What follows belongs to an exercise in optimizing a design on an open flow for small area and a short achievable clock period; a production flow would make more cautious choices. RTL that was checked went through simulation tests only; none was proved equivalent to the original. No driver is modelled on the clock port, so clock power and skew are understated where the tree is cut down; a real chip needs a root buffer or a tree. No activity file was given, so power comes from the tool's default toggle rates.

==> 05-18: inputs <==
Design Viterbi_Decoder, start of the top module:
module Viterbi_Decoder(
    input [1:0] encoded_signal,
    input clk,
    input reset,
    output wire decoded_signal
);
  reg        t, tp;
  reg [2:0]  e, f;
  reg [2:0]  dr;        
  reg [35:0] re;        
  reg [3:0]  cnt;       
  reg        dec;
  wire [12:0] X, Y;
  vd_tables tables (.t(t), .e(e), .f(f), .X(X), .Y(Y));
  wire d0 = dr[0];
  wire d1 = dr[1];
  wire g10 = ~d1 & tp;
  wire g11 = d1 & ~tp;
  wire g12 = ~(g10 | g11);
  wire g20 = ~dr[2] & (tp | ~t);
  wire g21 = dr[2] & ~(tp & t);
  wire g22 = ~(g20 | g21);
  wire [35:0] ren;
  genvar k;
  generate
    for (k = 0; k < 12; k = k + 1) begin : st
      vd_col col (.s(re[3*k +: 3]), .d0(d0), .g10(g10), .g11(g11), .g12(g12),
                  .g20(g20), .g21(g21), .g22(g22), .n(ren[3*k +: 3]));
    end
  endgenerate
  wire [2:0] s13 = ren[35:33];
  wire o00, o11, o10, o01;
  vd_out outs (.s(s13), .i00(X[3:2]), .i11(X[1:0]), .i10(Y[3:2]), .i01(Y[1:0]),
               .o00(o00), .o11(o11), .o10(o10), .o01(o01));
  wire c0 = encoded_signal[0];
  wire c1 = encoded_signal[1];
  wire [2:0] en, fn, dn;
  wire       decn;
  vd_sel sel (.c0(c0), .c1(c1), .reset(reset), .v14(cnt[3:1] == 3'b111), .X(X), .Y(Y),
              .o00(o00), .o11(o11), .o10(o10), .o01(o01), .en(en), .fn(fn), .dn(dn), .decn(decn));
  always @(posedge clk) begin
    if (reset) begin
      t   <= 1'b0;
      e   <= 3'b101;    
      f   <= 3'b000;    
      cnt <= 4'd0;
    end else begin
      t   <= c0 ^ c1;
      e   <= en;
  ...
Settings: LEC_CHECK=0, CAP_MARGIN=20, CORE_MARGIN=2, CORE_UTILIZATION=40, SLEW_MARGIN=20, SYNTH_HIERARCHICAL=1, SYNTH_MINIMUM_KEEP_SIZE=0; clock period 10.0 ns.
standard.sh (not shown) runs the stock make flow with config.mk's settings and CLKGATE_MAP_FILE= SYNTH_SCRIPT=/design/flow/synth_recipe.tcl, a recipe that flattens the netlist after the stock synthesis.
==> flow/flow/run.sh <==
#!/bin/bash
# The standard layout (the standard.sh, unchanged synthesis), with two
# optimisation knobs: port buffers of a normal buffer cell instead of the
# delay cell buffer_ports picks by default, and a setup margin so that the
# resizer's repair works towards a shorter period than the 10 ns constraint.
# The constraints (constraint.sdc) are not changed.
set -euo pipefail
bash standard.sh \
  "BUFFER_PORTS_ARGS=-buffer_cell sky130_fd_sc_hd__buf_2" \
  SETUP_SLACK_MARGIN=${MARGIN:-7.0} \
  ABC_LOAD_IN_FF=1 \
  finish > make_finish.log 2>&1
==> inputs of 03-10, as changes to 05-18 <==
Settings changed: CTS_CLUSTER_DIAMETER set to 200, CTS_CLUSTER_SIZE set to 64.
==> impl_metrics.toml <==
[status]
run_status = "complete, no violations"

[global_route]
overflow = 0

[clock_tree]
cts_buffers = 5

[floorplanning]
tap_cells = 75
die_h_um = 81.7

[finish]
nClkBuffers = 6

[yosys]
yosys.area.top_type = "dfxtp_1"
synth_xor_area_share_pct = 1.45

[critical_path]
critical_path_buf_inv_count = 1

[power]
leakage_nw = 1.05
p_int_mw = 0.538
(the above is from 05-18)
==> impl_metrics.toml <==
[status]
run_status = "complete, no violations"

[yosys]
yosys.area.top_type = "dfxtp_1"
synth_xor_area_share_pct = 1.45

[power]
leakage_nw = 1.05
p_int_mw = 0.538

[global_route]
grt_pass1_vias = 1750

[critical_path]
critical_path_buf_inv_count = 1

[floorplanning]
die_h_um = 81.7
tap_cells = 75

[clock_tree]
cts_buffers = 5

[finish]
nClkBuffers = 6
(the above is from 03-10)
Function was not checked in any run of this note: the RTL went through the layout flow alone.

---

==> 04-16 <==
Another version of the RTL of Viterbi_Decoder (not shown whole).
clock: 10.0 ns
lec_check: 0
cap_margin: 20
core_margin: 2
core_utilization: 40
slew_margin: 20
synth_hierarchical: 1
synth_minimum_keep_size: 0
==> flow/flow/run.sh <==
#!/bin/bash
# The standard layout (the standard.sh, unchanged synthesis), with two
# optimisation knobs: port buffers of a normal buffer cell instead of the
# delay cell buffer_ports picks by default, and a setup margin so that the
# resizer's repair works towards a shorter period than the 10 ns constraint.
# The constraints (constraint.sdc) are not changed.
set -euo pipefail
bash standard.sh \
  "BUFFER_PORTS_ARGS=-buffer_cell sky130_fd_sc_hd__buf_2" \
  SETUP_SLACK_MARGIN=${MARGIN:-7.2} \
  ABC_LOAD_IN_FF=1 \
  finish > make_finish.log 2>&1
==> 08-09 (differences from 04-16) <==
--- a/flow/flow/run.sh
+++ b/flow/flow/run.sh
@@ -8,5 +8,5 @@
 bash standard.sh \
   "BUFFER_PORTS_ARGS=-buffer_cell sky130_fd_sc_hd__buf_2" \
-  SETUP_SLACK_MARGIN=${MARGIN:-7.2} \
+  SETUP_SLACK_MARGIN=${MARGIN:-7.3} \
   ABC_LOAD_IN_FF=1 \
   finish > make_finish.log 2>&1
==> 06-04 (differences from 04-16) <==
--- a/flow/flow/run.sh
+++ b/flow/flow/run.sh
@@ -8,5 +8,5 @@
 bash standard.sh \
   "BUFFER_PORTS_ARGS=-buffer_cell sky130_fd_sc_hd__buf_2" \
-  SETUP_SLACK_MARGIN=${MARGIN:-7.2} \
+  SETUP_SLACK_MARGIN=${MARGIN:-7.0} \
   ABC_LOAD_IN_FF=1 \
   finish > make_finish.log 2>&1
==> 04-21 (differences from 04-16) <==
--- a/flow/flow/run.sh
+++ b/flow/flow/run.sh
@@ -8,5 +8,6 @@
 bash standard.sh \
   "BUFFER_PORTS_ARGS=-buffer_cell sky130_fd_sc_hd__buf_2" \
-  SETUP_SLACK_MARGIN=${MARGIN:-7.2} \
+  SETUP_SLACK_MARGIN=${MARGIN:-7.0} \
   ABC_LOAD_IN_FF=1 \
+  "CTS_ARGS=-sink_clustering_enable -sink_clustering_size 60 -sink_clustering_max_diameter 500 -repair_clock_nets -buf_list sky130_fd_sc_hd__clkbuf_16 -root_buf sky130_fd_sc_hd__clkbuf_16" \
   finish > make_finish.log 2>&1
==> comparison <==
In combinational power, 06-04 and 04-21 hardly differ.
Worst setup slack, highest first: 08-09, 04-16, 06-04, 04-21.
Of 08-09 and 04-21, 04-21 has the higher critical path depth (gap 3).
In 06-04 the global-route usage is higher than in 04-16, by 1.1 points.

---

==> job 9458 <==
Another version of the RTL of Viterbi_Decoder (not shown whole).
==> flow/config.mk <==
export PLATFORM = sky130hd
export DESIGN_NAME = Viterbi_Decoder
export DESIGN_NICKNAME = Viterbi_Decoder
export VERILOG_FILES = /design/flow/design.v
export SDC_FILE = /design/flow/constraint.sdc
export NUM_CORES = 4
export LEC_CHECK = 0
export CAP_MARGIN = 20
export CORE_MARGIN = 2
export CORE_UTILIZATION = 40
export PLACE_DENSITY = 0.7
export SLEW_MARGIN = 20
export SYNTH_HIERARCHICAL = 1
export SYNTH_MINIMUM_KEEP_SIZE = 0
==> flow/constraint.sdc <==
create_clock -name core_clock -period 10.0 [get_ports {clk}]
set_input_delay 2.0000 -clock core_clock [delete_from_list [all_inputs] [get_ports {clk}]]
set_output_delay 2.0000 -clock core_clock [all_outputs]
set_load 0.01 [all_outputs]
==> flow/flow/run.sh <==
#!/bin/bash
# The standard layout (the standard.sh: the standard synthesis and ORFS
# flow, unchanged constraints), with these knobs passed to ORFS:
# - port buffers of a normal buffer cell instead of the delay cell that
#   buffer_ports picks by default (every port still gets its buffer);
# - a setup margin, so that the resizer's repair works towards a shorter
#   period than the 10 ns constraint;
# - ABC's output load for the per-module mapping set to 1 fF, so that the
#   small gate-sized modules keep their x1 cells;
# - clock tree synthesis with the default options plus -dont_use_dummy_load.
# All tool output goes to make_finish.log and ORFS's own logs under orfs/.
set -euo pipefail
bash standard.sh \
  "BUFFER_PORTS_ARGS=-buffer_cell sky130_fd_sc_hd__buf_2" \
  SETUP_SLACK_MARGIN=${MARGIN:-7.2} \
  ABC_LOAD_IN_FF=1 \
  "CTS_ARGS=-sink_clustering_enable -repair_clock_nets -dont_use_dummy_load" \
  finish > make_finish.log 2>&1
==> job 8712: changes against job 9458 <==
--- a/flow/flow/run.sh
+++ b/flow/flow/run.sh
@@ -12,6 +12,7 @@
 set -euo pipefail
 bash standard.sh \
+  "POST_CTS_TCL=$PWD/flow/flat_clock.tcl" \
   "BUFFER_PORTS_ARGS=-buffer_cell sky130_fd_sc_hd__buf_2" \
-  SETUP_SLACK_MARGIN=${MARGIN:-7.2} \
+  SETUP_SLACK_MARGIN=${MARGIN:-7.3} \
   ABC_LOAD_IN_FF=1 \
   "CTS_ARGS=-sink_clustering_enable -repair_clock_nets -dont_use_dummy_load" \
==> flow/flow/flat_clock.tcl (new file) <==
set block [ord::get_db_block]
set clkport_net [$block findNet clk]
set root ""
foreach it [$clkport_net getITerms] {
  if {[$it isInputSignal]} { set root [$it getInst] }
}
if {$root eq ""} { error "flat_clock: no root clock buffer" }
set rootin ""; set rootout ""
foreach it [$root getITerms] {
  if {[$it isInputSignal]} { set rootin $it }
  if {[$it isOutputSignal]} { set rootout [$it getNet] }
}
set leaves {}
set other 0
foreach it [$rootout getITerms] {
  set inst [$it getInst]
  if {$inst eq $root} continue
  if {[string match "sky130_fd_sc_hd__clkbuf*" [[$inst getMaster] getName]]} {
    lappend leaves $it
  } else {
    incr other
  }
}
puts "flat_clock: root [$root getName], [llength $leaves] leaf buffers, $other other sinks"
if {$other == 0 && [llength $leaves] > 0 && [llength $leaves] <= 4} {
  foreach it $leaves {
    $it disconnect
    $it connect $clkport_net
  }
  $rootin disconnect
  foreach it [$root getITerms] { if {[$it isOutputSignal]} { $it disconnect } }
  odb::dbInst_destroy $root
  odb::dbNet_destroy $rootout
  detailed_placement
  estimate_parasitics -placement
} else {
  puts "flat_clock: tree left as it is"
}
==> run summary <==
* Seq pwr at 364 uW
* Status: finished clean
* Multi-input gate share of the layout cell area at 45.0%
* Layout Utilization at 46.8%
* ClkCell Share at 2.16%
* Net Switching at 231 uW
* Dpl cell area at 2360 um2
* Filler cells at 504
* Clock buf count at 4
* P_leak at 0.00104 uW
* Switching part of the total power at 35.2%
* Seq area share at 41.7%
(the above is from job 8712)
==> run summary <==
* Status: finished clean
* Net Switching at 240 uW
* ClkCell Share at 2.80%
* Dpl cell area at 2350 um2
* P_leak at 0.000983 uW
* Multi-input gate share of the layout cell area at 46.2%
* Layout Utilization at 45.2%
* Clock buf count at 5
* Filler cells at 526
(the above is from job 9458)
No functional check of the RTL was part of any run of this note.

---

==> run G <==
==> flow/design.v <==
module Viterbi_Decoder(
    input [1:0] encoded_signal,
    input clk,
    input reset,
    output wire decoded_signal
);
  reg        t, tp;
  reg [2:0]  e, f;
  reg [2:0]  dr;        
  reg [35:0] re;        
  reg [3:0]  cnt;       
  reg        dec;
  wire [12:0] X, Y;
  vd_tables tables (.t(t), .e(e), .f(f), .X(X), .Y(Y));
  wire d0 = dr[0];
  wire d1 = dr[1];
  wire g10 = ~d1 & tp;
  wire g11 = d1 & ~tp;
  wire g12 = ~(g10 | g11);
  wire g20 = ~dr[2] & (tp | ~t);
  wire g21 = dr[2] & ~(tp & t);
  wire g22 = ~(g20 | g21);
  wire [35:0] ren;
  genvar k;
  generate
    for (k = 0; k < 12; k = k + 1) begin : st
      vd_col col (.s(re[3*k +: 3]), .d0(d0), .g10(g10), .g11(g11), .g12(g12),
                  .g20(g20), .g21(g21), .g22(g22), .n(ren[3*k +: 3]));
    end
  endgenerate
  wire [2:0] s13 = ren[35:33];
  wire o00, o11, o10, o01;
  vd_out outs (.s(s13), .i00(X[3:2]), .i11(X[1:0]), .i10(Y[3:2]), .i01(Y[1:0]),
               .o00(o00), .o11(o11), .o10(o10), .o01(o01));
  wire c0 = encoded_signal[0];
  wire c1 = encoded_signal[1];
  wire [2:0] en, fn, dn;
  wire       decn;
  vd_sel sel (.c0(c0), .c1(c1), .reset(reset), .v14(cnt[3:1] == 3'b111), .X(X), .Y(Y),
              .o00(o00), .o11(o11), .o10(o10), .o01(o01), .en(en), .fn(fn), .dn(dn), .decn(decn));
  always @(posedge clk) begin
    if (reset) begin
      t   <= 1'b0;
      e   <= 3'b101;    
      f   <= 3'b000;    
      cnt <= 4'd0;
    end else begin
      t   <= c0 ^ c1;
      e   <= en;
      f   <= fn;
      if (cnt != 4'd15) cnt <= cnt + 4'd1;
    end
    tp  <= t;
    dr  <= dn;
    re  <= {ren[32:0], dr};
    dec <= decn;
  end
  assign decoded_signal = dec;
endmodule
module vd_tables(
    input t,
    input [2:0] e,
    input [2:0] f,
    output [12:0] X,
    output [12:0] Y
);
  assign X[0] = (~t & ~e[2] & ~f[2]) | (t & e[2] & f[1]) | (t & e[2] & ~f[2]) | (~e[1] & ~e[0] & f[0]) | (~t & ~e[2] & f[0]) | (~e[1] & ~e[0] & ~f[2]);
  assign X[1] = (f[2] & ~f[1]) | (~e[2] & f[2] & ~f[0]) | (~t & f[2] & ~f[0]) | (t & ~e[2] & e[0] & f[2]);
  assign X[2] = (~t & ~e[2] & e[0] & ~f[2]) | (t & e[2] & ~f[2]) | (t & e[2] & f[1] & f[0]) | (~t & ~e[2] & e[1]);
  assign X[3] = (f[2] & ~f[1]) | (~e[2] & f[2] & ~f[0]) | (t & f[2] & ~f[0]) | (~t & ~e[2] & e[0] & f[2]);
  assign X[4] = (t & f[2]) | (~t & ~f[2] & f[0]) | (~t & ~f[2] & f[1]);
  assign X[5] = (~e[2] & ~e[1]) | (e[2] & e[1] & e[0]) | (t & e[2]) | (~t & ~e[2]);
  assign X[6] = (t & e[2] & ~e[1]) | (~t & ~e[2] & e[1] & e[0]);
  assign X[7] = (~e[0] & ~f[0]) | (~t & ~e[2] & ~f[2]) | (t & e[0] & f[2] & f[0]) | (~e[0] & ~f[2]) | (~t & e[1] & ~f[2]) | (~e[2] & e[1]) | (~t & f[2] & ~f[0]) | (e[2] & ~e[1] & f[1]);
  assign X[8] = (~t & ~f[2]) | (~t & ~f[1]) | (~t & e[2] & ~e[1]) | (~e[1] & ~e[0] & ~f[2]) | (e[2] & e[0] & ~f[2]) | (t & e[1] & f[1] & f[0]);
  assign X[9] = (~t & ~f[2]) | (e[2] & ~e[1]) | (e[2] & ~f[2]) | (~e[1] & ~e[0] & ~f[2]) | (t & e[2] & f[1] & f[0]);
  assign X[10] = (t & ~f[2]) | (~e[0] & ~f[0]) | (~t & e[0] & f[2] & f[0]) | (~e[0] & ~f[2]) | (~e[2] & e[1]) | (t & ~f[0]) | (e[2] & ~e[1] & f[1]);
  assign X[11] = (t & ~f[2]) | (~e[1] & ~e[0] & ~f[1]) | (~t & e[1] & f[1] & f[0]) | (e[2] & e[1] & e[0] & ~f[2]) | (t & ~f[1]) | (t & e[2] & ~e[1]);
  assign X[12] = (t & ~f[2]) | (e[2] & ~e[1]) | (e[2] & ~f[2]) | (~e[1] & ~e[0] & ~f[2]) | (~t & e[2] & f[1] & f[0]);
  assign Y[0] = (~t & ~e[2] & ~f[2]) | (t & e[2] & ~f[2]) | (t & e[2] & ~e[1]) | (t & e[2] & ~e[0]);
  assign Y[1] = (~e[2] & f[2]) | (e[1] & e[0] & f[2]) | (t & ~e[1] & ~f[1] & ~f[0]);
  assign Y[2] = (~t & ~e[2] & ~f[2] & f[0]) | (t & e[2] & ~f[2]) | (~t & ~f[2] & f[1]) | (t & e[2] & ~e[1]) | (t & e[2] & ~e[0]);
  assign Y[3] = (~e[2] & f[2]) | (e[1] & e[0] & f[2]) | (~t & ~e[2] & ~f[1] & ~f[0]);
  assign Y[4] = (t & e[2]) | (~t & ~e[2] & e[0]) | (~t & ~e[2] & e[1]);
  assign Y[5] = (~f[2] & ~f[1]) | (f[2] & f[1] & f[0]) | (t & f[2]) | (~t & ~f[2]);
  assign Y[6] = (t & f[2] & ~f[1]) | (~t & ~f[2] & f[1] & f[0]);
  assign Y[7] = (~t & ~e[2]) | (~e[0] & ~f[0]) | (t & e[2] & e[0] & f[0]) | (~e[2] & ~f[0]) | (~f[2] & f[1]) | (~t & ~e[0]) | (f[2] & ~f[1]);
  assign Y[8] = (~t & ~e[1]) | (~t & ~e[2]) | (~t & f[2] & ~f[1]) | (~e[1] & ~f[1] & ~f[0]) | (~e[2] & f[2] & f[0]) | (t & e[1] & e[0] & f[1]);
  assign Y[9] = (~t & ~e[2]) | (~e[2] & f[2]) | (f[2] & ~f[1]) | (~e[2] & ~f[1] & ~f[0]) | (t & e[1] & e[0] & f[2]);
  assign Y[10] = (t & ~e[2]) | (~e[0] & ~f[0]) | (~t & e[2] & e[0] & f[0]) | (~e[2] & ~f[0]) | (t & ~e[0]) | (~f[2] & f[1]) | (f[2] & ~f[1]);
  assign Y[11] = (t & ~e[2]) | (~e[1] & ~f[1] & ~f[0]) | (~e[2] & f[2] & f[0]) | (~t & e[1] & e[0] & f[1]) | (t & ~e[1]) | (t & f[2] & ~f[1]);
  assign Y[12] = (t & ~e[2]) | (~e[2] & f[2]) | (f[2] & ~f[1]) | (~e[2] & ~f[1] & ~f[0]) | (~t & e[1] & e[0] & f[2]);
endmodule
module vd_col(
    input [2:0] s,
    input d0, g10, g11, g12, g20, g21, g22,
    output [2:0] n
);
  assign n[0] = ~(d0 ? s[1] : s[0]);
  assign n[1] = ~((g10 & s[0]) | (g11 & s[1]) | (g12 & s[2]));
  assign n[2] = ~((g20 & s[0]) | (g21 & s[1]) | (g22 & s[2]));
endmodule
module vd_out(
    input [2:0] s,
    input [1:0] i00, i11, i10, i01,
    output o00, o11, o10, o01
);
  function pick(input [2:0] v, input [1:0] i);
    pick = i[1] ? v[2] : (i[0] ? v[1] : v[0]);
  endfunction
  assign o00 = pick(s, i00);
  assign o11 = pick(s, i11);
  assign o10 = pick(s, i10);
  assign o01 = pick(s, i01);
endmodule
module vd_sel(
    input c0, c1, reset, v14,
    input [12:0] X,
    input [12:0] Y,
    input o00, o11, o10, o01,
    output [2:0] en,
    output [2:0] fn,
    output [2:0] dn,
    output decn
);
  assign en = c1 ? (c0 ? X[9:7]   : Y[9:7])   : (c0 ? Y[12:10] : X[12:10]);
  assign fn = c1 ? (c0 ? X[12:10] : Y[12:10]) : (c0 ? Y[9:7]   : X[9:7]);
  assign dn = c1 ? (c0 ? {X[6], X[4], X[5]} : {Y[6], Y[5], Y[4]})
                 : (c0 ? {Y[5], Y[6], Y[4]} : {X[5], X[4], X[6]});
  wire on = c1 ? (c0 ? o11 : o01) : (c0 ? o10 : o00);
  assign decn = ~reset & v14 & on;
endmodule
==> flow/flow/run.sh <==
#!/bin/bash
# The standard layout (the standard.sh, unchanged synthesis), with two
# optimisation knobs: port buffers of a normal buffer cell instead of the
# delay cell buffer_ports picks by default, and a setup margin so that the
# resizer's repair works towards a shorter period than the 10 ns constraint.
# The constraints (constraint.sdc) are not changed.
set -euo pipefail
bash standard.sh \
  "BUFFER_PORTS_ARGS=-buffer_cell sky130_fd_sc_hd__buf_2" \
  SETUP_SLACK_MARGIN=${MARGIN:-7.0} \
  finish > make_finish.log 2>&1
==> flow/standard.sh <==
#!/bin/bash
# synth_recipe.tcl (not shown) runs the flow's synth.tcl, then flattens the netlist and writes it again
# the make line also repeats each setting of config.mk as NAME=value (left out here)
make -C /OpenROAD-flow-scripts/flow DESIGN_CONFIG=/design/flow/config.mk WORK_HOME=/design/flow/orfs CLKGATE_MAP_FILE= SYNTH_SCRIPT=/design/flow/synth_recipe.tcl "${@:-finish}"
==> flow/config.mk <==
export PLATFORM = sky130hd
export DESIGN_NAME = Viterbi_Decoder
export DESIGN_NICKNAME = Viterbi_Decoder
export VERILOG_FILES = /design/flow/design.v
export SDC_FILE = /design/flow/constraint.sdc
export NUM_CORES = 4
export LEC_CHECK = 0
export CAP_MARGIN = 20
export CORE_MARGIN = 2
export CORE_UTILIZATION = 40
export SLEW_MARGIN = 20
export SYNTH_HIERARCHICAL = 1
export SYNTH_MINIMUM_KEEP_SIZE = 0
==> flow/constraint.sdc <==
create_clock -name core_clock -period 10.0 [get_ports {clk}]
set_input_delay 2.0000 -clock core_clock [delete_from_list [all_inputs] [get_ports {clk}]]
set_output_delay 2.0000 -clock core_clock [all_outputs]
set_load 0.01 [all_outputs]
==> inputs of run F, as changes to run G <==
==> flow/design.v, changed modules only <==
module Viterbi_Decoder(
    input [1:0] encoded_signal,
    input clk,
    input reset,
    output wire decoded_signal
);
  reg        t, tp;
  reg [2:0]  e, f;
  reg [3:0]  dr;        
  reg [35:0] re;        
  reg [3:0]  cnt;       
  reg        dec;
  wire [12:0] X;
  assign X[0] = (t & f[2]) | (~t & ~e[2] & ~f[2]) | (t & e[2]) | (~t & ~e[2] & f[0]) | (~e[1] & ~e[0] & ~f[2]);
  assign X[1] = (f[2] & ~f[1]) | (~e[2] & f[2] & ~f[0]) | (~t & f[2] & ~f[0]) | (t & ~e[2] & e[0] & f[2]);
  assign X[2] = (t & e[2]) | (~t & ~e[2] & e[0] & ~f[2]) | (~t & ~e[2] & e[1]) | (t & f[2] & ~f[0]);
  assign X[3] = (f[2] & ~f[1]) | (~e[2] & f[2] & ~f[0]) | (t & f[2] & ~f[0]) | (~t & ~e[2] & e[0] & f[2]);
  assign X[4] = (t & f[2]) | (~t & ~f[2] & f[0]) | (~t & ~f[2] & f[1]);
  assign X[5] = (~e[2] & ~e[1]) | (e[2] & e[1] & e[0]) | (t & e[2]) | (~t & ~e[2]);
  assign X[6] = (t & e[2] & ~e[1]) | (~t & ~e[2] & e[1] & e[0]);
  assign X[7] = (~e[0] & ~f[0]) | (~t & ~e[2] & ~f[2]) | (t & e[0] & f[2] & f[0]) | (~e[0] & ~f[2]) | (~t & e[1] & ~f[2]) | (~e[2] & e[1]) | (~t & f[2] & ~f[0]) | (e[2] & ~e[1] & f[1]);
  assign X[8] = (~t & ~f[2]) | (~t & ~f[1]) | (~t & e[2] & ~e[1]) | (~e[1] & ~e[0] & ~f[2]) | (e[2] & e[0] & ~f[2]) | (t & e[1] & f[1] & f[0]);
  assign X[9] = (~t & ~f[2]) | (e[2] & ~e[1]) | (e[2] & ~f[2]) | (~e[1] & ~e[0] & ~f[2]) | (t & e[2] & f[1] & f[0]);
  assign X[10] = (t & ~f[2]) | (~e[0] & ~f[0]) | (~t & e[0] & f[2] & f[0]) | (~e[0] & ~f[2]) | (~e[2] & e[1]) | (t & ~f[0]) | (e[2] & ~e[1] & f[1]);
  assign X[11] = (t & ~f[2]) | (~e[1] & ~e[0] & ~f[1]) | (~t & e[1] & f[1] & f[0]) | (e[2] & e[1] & e[0] & ~f[2]) | (t & ~f[1]) | (t & e[2] & ~e[1]);
  assign X[12] = (t & ~f[2]) | (e[2] & ~e[1]) | (e[2] & ~f[2]) | (~e[1] & ~e[0] & ~f[2]) | (~t & e[2] & f[1] & f[0]);
  wire [12:0] Y;
  assign Y[0] = (t & f[2]) | (~t & ~e[2] & ~f[2]) | (t & ~f[1] & ~f[0]) | (t & e[2]);
  assign Y[1] = (~e[2]) | (e[1] & e[0] & f[2]);
  assign Y[2] = (t & f[2]) | (~t & ~e[2] & ~f[2] & f[0]) | (t & e[2]) | (~t & ~f[2] & f[1]);
  assign Y[3] = (~e[2]) | (e[1] & e[0] & f[2]);
  assign Y[4] = (t & e[2]) | (~t & ~e[2] & e[0]) | (~t & ~e[2] & e[1]);
  assign Y[5] = (~f[2] & ~f[1]) | (f[2] & f[1] & f[0]) | (t & f[2]) | (~t & ~f[2]);
  assign Y[6] = (t & f[2] & ~f[1]) | (~t & ~f[2] & f[1] & f[0]);
  assign Y[7] = (~t & ~e[2]) | (~e[0] & ~f[0]) | (t & e[2] & e[0] & f[0]) | (~e[2] & ~f[0]) | (~f[2] & f[1]) | (~t & ~e[0]) | (f[2] & ~f[1]);
  assign Y[8] = (~t & ~e[1]) | (~t & ~e[2]) | (~t & f[2] & ~f[1]) | (~e[1] & ~f[1] & ~f[0]) | (~e[2] & f[2] & f[0]) | (t & e[1] & e[0] & f[1]);
  assign Y[9] = (~t & ~e[2]) | (~e[2] & f[2]) | (f[2] & ~f[1]) | (~e[2] & ~f[1] & ~f[0]) | (t & e[1] & e[0] & f[2]);
  assign Y[10] = (t & ~e[2]) | (~e[0] & ~f[0]) | (~t & e[2] & e[0] & f[0]) | (~e[2] & ~f[0]) | (t & ~e[0]) | (~f[2] & f[1]) | (f[2] & ~f[1]);
  assign Y[11] = (t & ~e[2]) | (~e[1] & ~f[1] & ~f[0]) | (~e[2] & f[2] & f[0]) | (~t & e[1] & e[0] & f[1]) | (t & ~e[1]) | (t & f[2] & ~f[1]);
  assign Y[12] = (t & ~e[2]) | (~e[2] & f[2]) | (f[2] & ~f[1]) | (~e[2] & ~f[1] & ~f[0]) | (~t & e[1] & e[0] & f[2]);
  wire g10 = ~dr[1] & tp;
  wire g11 = dr[1] & ~tp;
  wire g12 = ~(g10 | g11);
  wire g20 = t ? (~dr[3] & tp) : ~dr[2];
  wire g21 = t ? (dr[3] & ~tp) : dr[2];
  wire g22 = ~(g20 | g21);
  wire [32:0] ren;
  genvar k;
  generate
    for (k = 0; k < 11; k = k + 1) begin : st
      wire [2:0] s = re[3*k +: 3];
      assign ren[3*k]     = ~(dr[0] ? s[1] : s[0]);
      assign ren[3*k + 1] = ~((g10 & s[0]) | (g11 & s[1]) | (g12 & s[2]));
      assign ren[3*k + 2] = ~((g20 & s[0]) | (g21 & s[1]) | (g22 & s[2]));
    end
  endgenerate
  wire [2:0] s12 = ~re[35:33];
  wire c2o = tp ? s12[0] : s12[2];    
  wire c3o = tp ? s12[2] : s12[1];    
  wire [3:0] s13 = {dr[3] ? c3o : c2o, dr[2] ? s12[1] : s12[0],
                    dr[1] ? c3o : c2o, dr[0] ? s12[1] : s12[0]};
  wire o00 = s13[X[3:2]];
  wire o11 = s13[X[1:0]];
  wire o10 = s13[Y[3:2]];
  wire o01 = s13[Y[1:0]];
  wire c0 = encoded_signal[0];
  wire c1 = encoded_signal[1];
  wire [2:0] en = c1 ? (c0 ? X[9:7]   : Y[9:7])   : (c0 ? Y[12:10] : X[12:10]);
  wire [2:0] fn = c1 ? (c0 ? X[12:10] : Y[12:10]) : (c0 ? Y[9:7]   : X[9:7]);
  wire [3:0] dn = c1 ? (c0 ? {X[4], X[6], X[4], X[5]} : {Y[6], Y[4], Y[5], Y[4]})
                     : (c0 ? {Y[5], Y[4], Y[6], Y[4]} : {X[4], X[5], X[4], X[6]});
  wire       on = c1 ? (c0 ? o11 : o01) : (c0 ? o10 : o00);
  wire [2:0] s1n = {t ? dr[3] : dr[2], dr[1], dr[0]};
  always @(posedge clk) begin
    if (reset) begin
      t   <= 1'b0;
      e   <= 3'b101;    
      f   <= 3'b000;
      cnt <= 4'd0;
    end else begin
      t   <= c0 ^ c1;
      e   <= en;
      f   <= fn;
      if (cnt != 4'd15) cnt <= cnt + 4'd1;
    end
    tp  <= t;
    dr  <= dn;
    re  <= {ren, s1n};
    dec <= ~reset & (cnt[3:1] == 3'b111) & on;
  end
  assign decoded_signal = dec;
endmodule
// module vd_tables removed
// module vd_col removed
// module vd_out removed
// module vd_sel removed
==> flow/run.sh (new file) <==
#!/bin/bash
# synth_recipe.tcl (not shown) runs the flow's synth.tcl, then flattens the netlist and writes it again
# the make line also repeats each setting of config.mk as NAME=value (left out here)
make -C /OpenROAD-flow-scripts/flow DESIGN_CONFIG=/design/flow/config.mk WORK_HOME=/design/flow/orfs CLKGATE_MAP_FILE= SYNTH_SCRIPT=/design/flow/synth_recipe.tcl finish
- SYNTH_HIERARCHICAL: 1 -> default
- SYNTH_MINIMUM_KEEP_SIZE: 0 -> default
removed: flow/flow/run.sh
removed: flow/standard.sh
==> key figures <==
Drt
  • Iteration-0 DRC Markers: 255
  • Wirelength, routed: 5500 um

STA
  • Slew headroom: 33.7%
  • Layout Skew: 0.00200 ns

Worst setup path
  • RR Endpoint: dec$_DFF_P_
  • CP required: 10.20 ns

GRT
  • GR Util met3: 3.74%

Status
  • Status: finished clean

Final layout
  • Seq area share: 38.3%
  • Multi-input comb cells: 180

Power
  • P_seq: 391 uW
[end of results for run G]
==> key figures <==
Status
  • Status: finished clean

Drt
  • Iteration-0 DRC Markers: 163

STA
  • Slew headroom: 40.0%
  • Layout Skew: 0.00307 ns

Final layout
  • Seq area share: 37.9%
  • Multi-input comb cells: 211

GRT
  • GR Util met3: 3.03%

Worst setup path
  • RR Endpoint: re[32]$_DFF_P_
  • CP required: 10.19 ns

Power
  • P_seq: 410 uW
[end of results for run F]

port drivers added, routing unchanged:
No port has a modelled driver above. Below, the same layouts with a new extraction and two added sets of constraints.
Step 1 (the two cells are an assumption about what drives the block):
set clk [get_ports {clk}]
set_driving_cell -lib_cell sky130_fd_sc_hd__clkbuf_16 $clk
set_driving_cell -lib_cell sky130_fd_sc_hd__buf_2 [delete_from_list [all_inputs] $clk]
Step 2 moves the port delays by t, midway between the first and last clock arrival at a register: inputs arrive t later, outputs are due t later. That takes back most of the time a late clock gives input paths.
Three values: ideal, step 1, step 2; two values: the first two.
| run | t (ns) | setup WS [ns] | hold slack, ns | slew at the worst register clock pin (ns) |
|---|---|---|---|---|
| 05-18 | 0.316 | 7.150 / 7.153 / 6.837 | 0.380 / 0.380 / 0.380 | 0.09 / 0.09 |
| 03-10 | 0.316 | 7.150 / 7.153 / 6.837 | 0.380 / 0.380 / 0.380 | 0.09 / 0.09 |
| 04-16 | 0.319 | 7.273 / 7.246 / 6.998 | 0.380 / 0.380 / 0.380 | 0.10 / 0.10 |
| 08-09 | 0.323 | 7.273 / 7.248 / 7.035 | 0.390 / 0.390 / 0.390 | 0.10 / 0.10 |
| 06-04 | 0.340 | 7.099 / 7.109 / 6.769 | 0.375 / 0.375 / 0.375 | 0.10 / 0.10 |
| 04-21 | 0.322 | 7.086 / 7.100 / 6.778 | 0.367 / 0.367 / 0.367 | 0.07 / 0.07 |
| job 9458 | 0.319 | 7.269 / 7.241 / 7.014 | 0.390 / 0.390 / 0.390 | 0.09 / 0.09 |
| job 8712 | 0.201 | 7.296 / 7.332 / 7.131 | 0.403 / 0.403 / 0.403 | 0.10 / 0.10 |
| run G | 0.330 | 7.131 / 7.137 / 6.807 | 0.382 / 0.382 / 0.382 | 0.10 / 0.10 |
| run F | 0.333 | 6.022 / 6.027 / 5.694 | 0.432 / 0.432 / 0.432 | 0.09 / 0.09 |
After both steps setup and hold are still met in every run listed. For 06-04, which loses most, drivers alone change the setup slack by +0.010 ns; drivers and shift together by -0.330 ns.
